From an optimization exercise on the open Yosys and OpenROAD flow, aimed at small area; shortcuts taken in it are not production practice.
Function was checked by simulation only, so behaviour that the tests miss may differ from the original.
No driver is modelled on the clock port, so clocking that relies on it looks cheaper here than on a real chip.

job 3787:
==> flow/design.v <==
`timescale 1ns / 1ps
module datapath_32(input clk,rst,
  output [31:0]imem_addr,input [31:0]imem_data,
  output [31:0]dmem_addr,output [31:0]dmem_wdata,output dmem_we,input [31:0]dmem_rdata,
  output halted,
  output retire_valid,output [31:0]retire_pc,output retire_we,output [4:0]retire_rd,output [31:0]retire_data);
localparam [3:0] S_INIT=0, S_A=1, S_B=2, S_LOOP=3, S_Q=4, S_FIN=5, S_LNA=6, S_HALT=7,
                 S_PCN=8, S_PCB=9, S_PCJ=10, S_PCR=11, S_PCK=12;
reg [3:0] st;
reg [4:0] ph;
reg [4:0] it;             
reg c;                    
reg d;                    
reg e;                    
reg f;                    
reg [31:0] hi, lo, t1, t2, pc;
wire [31:0] ins = imem_data;
wire [5:0] op = ins[31:26];
wire [4:0] rs = ins[25:21];
wire [4:0] rt = ins[20:16];
wire [4:0] rd = ins[15:11];
wire [5:0] fn = ins[5:0];
wire ph0 = (ph == 5'd0);
wire ph31 = (ph == 5'd31);
wire op_r0 = (op == 6'h00);
wire op_r1 = (op == 6'h01);
wire op_r2 = (op == 6'h02);
wire rtype = op_r0 | op_r1 | op_r2;
wire immalu = ((op[5:3] == 3'b000) & (op[2:0] >= 3'd3)) | (op == 6'h2f);
wire op_lw = (op == 6'h08);
wire op_sw = (op == 6'h09);
wire op_li = (op == 6'h0a);
wire op_mov = (op == 6'h0b);
wire op_lna = (op == 6'h0c);
wire op_lui = (op == 6'h19);
wire op_br = (op[5:3] == 3'b010) & (op[2:1] != 2'b11);
wire op_j = (op == 6'h20);
wire op_jr = (op == 6'h21);
wire op_mfhi = (op == 6'h23);
wire op_mflo = (op == 6'h24);
wire op_md = (op == 6'h38);
wire op_hlt = (op == 6'h3f);
wire [5:0] ef = (op == 6'h2f) ? 6'h30 : immalu ? {3'b000, op[2:0] - 3'd2} : fn;
wire is_mul = (rtype & (fn == 6'd9)) | (op_md & (fn == 6'd1));
wire is_div = (rtype & (fn == 6'd10)) | (op_md & (fn == 6'd2));
wire is_md = op_md | is_mul | is_div;
wire is_sll = rtype & (fn == 6'd8);
wire is_srl = rtype & (fn == 6'd11);
wire is_sh = is_sll | is_srl;
wire is_slt = (rtype | immalu) & (ef == 6'h30);
wire is_sub = (ef == 6'd2) | is_slt | op_br;
wire immsrc = immalu | op_r2;                  
wire writes = rtype | immalu | op_lw | op_li | op_lui | op_lna | op_mov | op_mfhi | op_mflo;
wire [4:0] dst = (op_r0 | op_r2) ? rd : (op_r1 | immalu | op_lw) ? rt : rs;
wire [15:0] ilo = ins[15:0];
wire [9:0] ihi = ins[25:16];
wire [4:0] isa = ins[9:5];
wire m16 = ilo[ph[3:0]];
wire mhi = (ph[3:0] < 4'd10) & ihi[ph[3:0]];
wire msh = (ph < 5) & isa[ph[2:0]];
reg immb;
always @(*) begin
  if (op_r2) immb = msh;
  else if (op_li) immb = (ph < 21) & (ph[4] ? mhi : m16);
  else if (op_j) immb = (ph < 26) & (ph[4] ? mhi : m16);
  else if (op_lui) immb = ph[4] & m16;
  else immb = ~ph[4] & m16;
end
wire sA = (st == S_A), sB = (st == S_B), sLOOP = (st == S_LOOP), sQ = (st == S_Q);
wire sLNA = (st == S_LNA), init = (st == S_INIT), sFIN = (st == S_FIN);
wire sPC = st[3];
wire sMD = sLOOP & is_md;
wire use_rs = (sA & (op_lw | op_sw | op_jr | is_div)) | (sB & ~op_sw) | (sMD & is_mul);
wire [4:0] raddr = use_rs ? rs : rt;
wire [31:0] taps;
wire rp = taps[raddr];
wire bsrc = immsrc ? immb : rp;                
wire pc0 = pc[0];
wire mbit = ph0 ? t2[0] : f;                   
wire phi = ph31 ? e : t1[1];                   
reg ax, ay, ac0;
always @(*) begin
  ax = rp; ay = t1[0] ^ is_sub; ac0 = is_sub;    
  if (sPC | sLNA) begin
    ax = pc0; ay = (st == S_PCB) & t2[30]; ac0 = 1'b0;
  end else if (sFIN) begin
    ax = is_div ? t1[0] : phi; ay = is_div & f & rp; ac0 = 1'b0;
  end else if (sMD & is_div) begin
    ax = ph0 ? t2[31] : d; ay = bsrc ^ ~f; ac0 = ~f;
  end else if (sMD) begin
    ax = phi; ay = mbit & rp; ac0 = 1'b0;
  end else if (sA) begin
    ax = rp & ~(immsrc | is_md); ay = immb & (immsrc | op_lw | op_sw) & ~is_md; ac0 = 1'b0;
  end
end
wire cin = (ph0 ? ac0 : c) | ((sPC | sLNA) & (ph == 5'd2));
wire sum = ax ^ ay ^ cin;
wire cout = (ax & ay) | (ax & cin) | (ay & cin);
reg res;
always @(*) begin
  if (op_sw) res = rp;
  else if (op_br) res = immb;
  else if (is_sh) res = ~f & rp;
  else case (ef)
    6'd1, 6'd2: res = sum;
    6'd3: res = rp & t1[0];
    6'd4: res = rp | t1[0];
    6'd5: res = rp ^ t1[0];
    6'd6: res = ~rp;
    default: res = 1'b0;
  endcase
end
wire neq = (~ph0 & f) | (rp ^ t1[0]);
wire ge = cout;
reg tk;
always @(*) begin
  case (op[2:0])
    3'd0: tk = ~neq;
    3'd1: tk = neq;
    3'd2: tk = ge & neq;
    3'd3: tk = ge;
    3'd4: tk = ~ge;
    default: tk = ~ge | ~neq;
  endcase
end
wire t1in = (sA | sMD) ? sum : t1[0];
reg t2in;
always @(*) begin
  t2in = t2[0];
  case (st)
    S_A: begin
      if (op_mfhi) t2in = hi[0];
      else if (op_mflo) t2in = lo[0];
      else if (op_li | op_lui | op_j | op_br) t2in = immb;
      else if (is_md) t2in = (is_mul & bsrc) | (is_div & rp);
      else t2in = rp;
    end
    S_B: t2in = res;
    S_LOOP: begin
      if (is_md) t2in = is_div ? (ph0 ? ~f : e) : (ph31 ? t1[1] : t2[1]);
      else if (op_lw) t2in = ph0 ? dmem_rdata[~it] : e;
      else t2in = is_sll ? (~ph0 & e) : (~ph31 & t2[1]);
    end
    S_Q: t2in = ph0 ? ~f : e;
    S_LNA: t2in = sum;
    default: ;
  endcase
end
reg kbit;
always @(*) begin
  case (it[2:0])
    3'd0: kbit = (ph == 5'd0);
    3'd1: kbit = (ph == 5'd1);
    3'd2: kbit = 1'b1;
    3'd3: kbit = (ph == 5'd2);
    3'd4: kbit = (ph == 5'd0) | (ph == 5'd2);
    3'd5: kbit = (ph == 5'd1) | (ph == 5'd2);
    3'd6: kbit = (ph <= 5'd2);
    default: kbit = (ph[1:0] == 2'd1);
  endcase
end
wire khi = (ph == 5'd1) | (ph == 5'd4) | (ph == 5'd5);    
wire klo = (ph == 5'd1) | (ph == 5'd2) | (ph == 5'd4);    
wire wen = init | (sFIN & writes);
wire [4:0] waddr = init ? {2'b00, it[2:0]} : dst;
wire wbit = init ? kbit : t2[0];
genvar g;
generate
  for (g = 0; g < 32; g = g + 1) begin : R
    reg [31:0] q;
    always @(posedge clk) q <= {(wen && waddr == g) ? wbit : q[0], q[31:1]};
    assign taps[g] = q[0];
  end
endgenerate
always @(posedge clk) begin
  hi <= {init ? khi : (sFIN & op_md) ? sum : hi[0], hi[31:1]};
  lo <= {init ? klo : (sFIN & op_md) ? t2[0] : lo[0], lo[31:1]};
  t1 <= {t1in, t1[31:1]};
  t2 <= {t2in, t2[31:1]};
end
reg pcin;
always @(*) begin
  case (st)
    S_PCJ: pcin = (ph < 28) ? t2[30] : sum;
    S_PCR: pcin = t2[0];
    S_PCK, S_LNA: pcin = pc0;
    S_INIT: pcin = 1'b0;
    default: pcin = sum;
  endcase
end
wire pc_en = sPC | init | sLNA;
always @(posedge clk)
  if (pc_en) pc <= {pcin, pc[31:1]};
wire [4:0] it_inc = it + 5'd1;
wire it_last = (it == 5'd31);
always @(posedge clk) begin
  c <= cout;
  d <= t1[0];
  if ((sMD | sFIN) & ~is_div) begin
    if (sMD & ph31) e <= cout;
  end else if (sA) e <= 1'b0;
  else e <= t2[0];
  if (sA) f <= is_sh & ((~ph0 & f) | (bsrc & (ph >= 5)));
  else if (sB & op_br) f <= neq;
  else if (sB & is_slt) f <= cout;
  else if (sMD & is_div & ph31) f <= t1[0] ^ ~f ^ cout;
  else if (sMD & is_mul & ph0) f <= t2[0];
  if (rst) begin
    st <= S_INIT;
    ph <= 5'd0;
    it <= 5'd0;
  end else begin
    ph <= ph + 5'd1;
    if (ph31) begin
      case (st)
        S_INIT: begin
          it <= it_inc;
          if (it == 5'd7) st <= S_A;
        end
        S_A: begin
          it <= 5'd0;
          if (is_md) st <= (is_mul | is_div) ? S_LOOP : S_FIN;
          else if (rtype | immalu | op_sw | op_br) st <= S_B;
          else if (op_lw) st <= S_LOOP;
          else if (op_li | op_lui | op_mov | op_mfhi | op_mflo) st <= S_FIN;
          else if (op_lna) st <= S_LNA;
          else if (op_j) st <= S_PCJ;
          else if (op_jr) st <= S_PCR;
          else if (op_hlt) st <= S_PCK;
          else st <= S_PCN;
        end
        S_B: begin
          if (is_slt) st <= S_Q;
          else if (is_sh) st <= (f | (t1[5:1] == 5'd0)) ? S_FIN : S_LOOP;
          else if (op_sw) st <= S_PCN;
          else if (op_br) st <= tk ? S_PCB : S_PCN;
          else st <= S_FIN;
        end
        S_LOOP: begin
          it <= it_inc;
          if (is_sh ? (it_inc == t1[5:1]) : it_last) st <= is_div ? S_Q : S_FIN;
        end
        S_Q: st <= S_FIN;
        S_FIN: st <= S_PCN;
        S_LNA: st <= S_FIN;
        S_PCK: st <= S_HALT;
        S_HALT: st <= S_HALT;
        default: st <= S_A;    
      endcase
    end
  end
end
assign imem_addr = pc;
assign retire_pc = pc;
assign dmem_addr = t1;
assign dmem_wdata = t2;
assign retire_data = t2;
assign retire_valid = sPC & ph0;
assign dmem_we = (st == S_PCN) & ph0 & op_sw;
assign retire_we = writes;
assign retire_rd = dst;
assign halted = (st == S_HALT);
endmodule
Settings: LEC_CHECK=0, ABC_AREA=1, CAP_MARGIN=20, CORE_MARGIN=2, CORE_UTILIZATION=40, SLEW_MARGIN=20; clock period 135.0 ns.
standard.sh (not shown) runs the stock make flow with config.mk's settings and CLKGATE_MAP_FILE= SYNTH_SCRIPT=/design/flow/synth_recipe.tcl, a recipe that flattens the netlist after the stock synthesis.
==> flow/flow/run.sh <==
#!/bin/bash
# Own layout flow:
#  1. the standard synthesis (standard.sh synth), unchanged;
#  2. the combinational logic of its netlist is mapped again by ABC with an area script
#     (flow/remap.tcl, flow/remap.abc); every flip-flop keeps its cell and instance name;
#  3. the rest of the standard ORFS flow (standard.sh finish) from that netlist, with the
#     port buffers made of the smallest buffer cell and a clock tree of clkbuf_16 clusters
#     of up to 36 sinks without dummy loads.
# Each tool's full output goes to a log file in this folder.
set -euo pipefail
ARGS=(
  "BUFFER_PORTS_ARGS=-buffer_cell sky130_fd_sc_hd__buf_1"
  "CTS_ARGS=-sink_clustering_enable -repair_clock_nets -dont_use_dummy_load -buf_list {sky130_fd_sc_hd__clkbuf_8 sky130_fd_sc_hd__clkbuf_16} -sink_clustering_size 36 -sink_clustering_max_diameter 100"
)
bash standard.sh "${ARGS[@]}" synth > orfs_synth.log 2>&1

PLAT=${FLOW_PLATFORM:-sky130hd}
R=orfs/results/$PLAT/datapath_32/base
PDIR=$FLOW_HOME/platforms/$PLAT
YOSYS=$FLOW_HOME/../tools/install/yosys/bin/yosys
[[ -x $YOSYS ]] || YOSYS=$(command -v yosys)
cp $R/1_2_yosys.v $R/1_2_yosys_standard.v
REMAP_LIB=$PDIR/lib/sky130_fd_sc_hd__tt_025C_1v80.lib \
REMAP_IN=$R/1_2_yosys_standard.v \
REMAP_OUT=$R/1_2_yosys_remap.v \
REMAP_TOP=${FLOW_TOP:-datapath_32} \
REMAP_SCRIPTS="$(ls $PWD/flow/remap*.abc | tr "\n" " ")" \
REMAP_DONT_USE="$(sed -n '/DONT_USE_CELLS/,/^#/p' $PDIR/config.mk | grep -o 'sky130_fd_sc_hd__[a-z0-9_]*' | sort -u | tr '\n' ' ')" \
  $YOSYS -c flow/remap.tcl > remap.log 2>&1
cp $R/1_2_yosys_remap.v $R/1_2_yosys.v
rm -f $R/1_synth.odb

bash standard.sh "${ARGS[@]}" finish > orfs_flow.log 2>&1
Other scripts of this flow, unchanged in this note and not shown: flow/flow/remap.tcl, flow/flow/remap1.abc, flow/flow/remap2.abc, flow/flow/remap3.abc, flow/flow/remap4.abc, flow/flow/remap5.abc, flow/flow/remap6.abc
Having completed the whole flow, job 3787 delivered a layout that passed the timing, DRC and antenna checks.
## Diff of input files: job 2800 against job 3787
diff --git a/flow/flow/run.sh b/flow/flow/run.sh
--- a/flow/flow/run.sh
+++ b/flow/flow/run.sh
@@ -11,5 +11,5 @@
 ARGS=(
   "BUFFER_PORTS_ARGS=-buffer_cell sky130_fd_sc_hd__buf_1"
-  "CTS_ARGS=-sink_clustering_enable -repair_clock_nets -dont_use_dummy_load -buf_list {sky130_fd_sc_hd__clkbuf_8 sky130_fd_sc_hd__clkbuf_16} -sink_clustering_size 36 -sink_clustering_max_diameter 100"
+  "CTS_ARGS=-sink_clustering_enable -repair_clock_nets -dont_use_dummy_load -buf_list sky130_fd_sc_hd__clkbuf_16 -sink_clustering_size 36 -sink_clustering_max_diameter 100"
 )
 bash standard.sh "${ARGS[@]}" synth > orfs_synth.log 2>&1
==> flow/flow/remap7.abc (new file) <==
strash
&get -n
&deepsyn -T 60 -S 7
&put
dch -f
map -a
strash
dch -f
map -a
amap
topo
==> flow/flow/remap8.abc (new file) <==
strash
&get -n
&deepsyn -T 120 -S 3
&put
dch -f
map -a
strash
dch -f
map -a
amap
topo
- Worst path setup slack after routing (job 2800 over job 3787): increase, 470 ps
- On fmax, the lower figure sits with job 3787, not job 2800.
- Comparing job 2800 and job 3787, data arrival time of the worst path is lower on job 2800.
Input-level comparison between job 9122 and job 2800:
removed: flow/flow/remap7.abc
removed: flow/flow/remap8.abc
==> comparison <==
- Job 9122 vs. job 2800: layout clock buffer count went down by 2.
- Status: fraction of area in registers parity (job 2800, job 9122)
- Signed area change from the synthesized netlist to the final layout ended up 0.19 points lower on job 9122 than on job 2800.
- Total area of multi-input combinational cells: job 9122 and job 2800 compared, higher one is job 9122
- Largest driver fanout on the critical path was lower in job 2800 than in job 9122.
- Comparing number of cells in the finished layout apart from fillers for job 9122 and job 2800, the smaller number came from job 2800.
- Number of instances in the synthesized netlist: job 9122 vs job 2800 up 23
- Compared to job 2800, job 9122 was floorplanned on a bigger die.
Here is what was changed in the inputs of job 4380 compared with job 9122.
diff --git a/flow/flow/run.sh b/flow/flow/run.sh
--- a/flow/flow/run.sh
+++ b/flow/flow/run.sh
@@ -11,4 +11,5 @@
 ARGS=(
   "BUFFER_PORTS_ARGS=-buffer_cell sky130_fd_sc_hd__buf_1"
+  "POST_CTS_TCL=$PWD/flow/post_cts.tcl"
   "CTS_ARGS=-sink_clustering_enable -repair_clock_nets -dont_use_dummy_load -buf_list sky130_fd_sc_hd__clkbuf_16 -sink_clustering_size 36 -sink_clustering_max_diameter 100"
 )
==> flow/flow/post_cts.tcl (new file) <==
# After CTS: clock-tree leaf buffers that drive few flip-flops are swapped for smaller
# clock buffers (clkbuf_8 up to 16 sinks, clkbuf_4 up to 7), then placement is legalised.
set n_small 0
foreach inst [get_cells *] {
  set ref [get_property $inst ref_name]
  if {$ref ne "sky130_fd_sc_hd__clkbuf_16"} { continue }
  set out [get_pins -of_objects $inst -filter "direction == output"]
  set net [get_nets -of_objects $out]
  set loads 0
  set to_flops 1
  foreach p [get_pins -of_objects $net -filter "direction == input"] {
    incr loads
    set lc [get_property [get_property $p cell] ref_name]
    if {![string match "*df*" $lc]} { set to_flops 0 }
  }
  if {!$to_flops} { continue }
  if {$loads <= 7} {
    replace_cell $inst sky130_fd_sc_hd__clkbuf_4
    incr n_small
  } elseif {$loads <= 16} {
    replace_cell $inst sky130_fd_sc_hd__clkbuf_8
    incr n_small
  }
}
puts "post_cts: resized $n_small clock buffers"
detailed_placement
check_placement -verbose
Notes after the runs:
4_1_cts: job 4380 exited with error
Comparing job 4380 against job 9122, there is no change at all in number of instances in the placed design.
Re placement-stage worst setup slack: no difference whatsoever between job 9122 and job 4380.
Post-placement cell area: job 4380 vs job 9122, no meaningful difference
For post-synth net total, job 9122 and job 4380 come out practically identical.
Delta (job 4380 minus job 9122): effective utilization at floorplan ~0 delta, mean instance size in the synthesized netlist stayed essentially flat.
Job 9122 -> job 4380: count of pins on the block boundary delta 0, exact match
Comparing job 9122 against job 4380, there is no change at all in cell count after synthesis.
On synthesized cell area, job 9122 tracks job 4380 almost exactly.

static timing again, ports no longer ideal:
The flow's constraints put no driver on any port. The routed layouts listed below were extracted and timed again, unchanged, in two steps.
Step 1, drivers: a clkbuf_16 drives clk and a buf_2 each remaining input, both assumed.
Step 2 adds t to the input delays and takes it off the output delays; t is the mean of the earliest and latest rising clock arrival at the registers after step 1. Input paths then give back, and output paths get back, about the clock's delay inside the block.
a / b / c = ideal ports / drivers / drivers and shift; a / b = the first two.
| run | shift t [ns] | slack for setup (ns) | hold WS [ns] | latest minus earliest clock arrival (ns) |
|---|---|---|---|---|
| job 3787 | 0.623 | 77.314 / 77.271 / 77.271 | 0.269 / 0.269 / 0.269 | 0.081 / 0.081 |
| job 2800 | 0.643 | 77.780 / 77.736 / 77.736 | 0.284 / 0.284 / 0.284 | 0.120 / 0.120 |
| job 9122 | 0.623 | 77.314 / 77.271 / 77.271 | 0.269 / 0.269 / 0.269 | 0.081 / 0.081 |
After both steps setup and hold are still met in every run listed. The setup slack of job 2800, which loses most, moves by -0.044 ns with the drivers and by -0.044 ns with both steps.
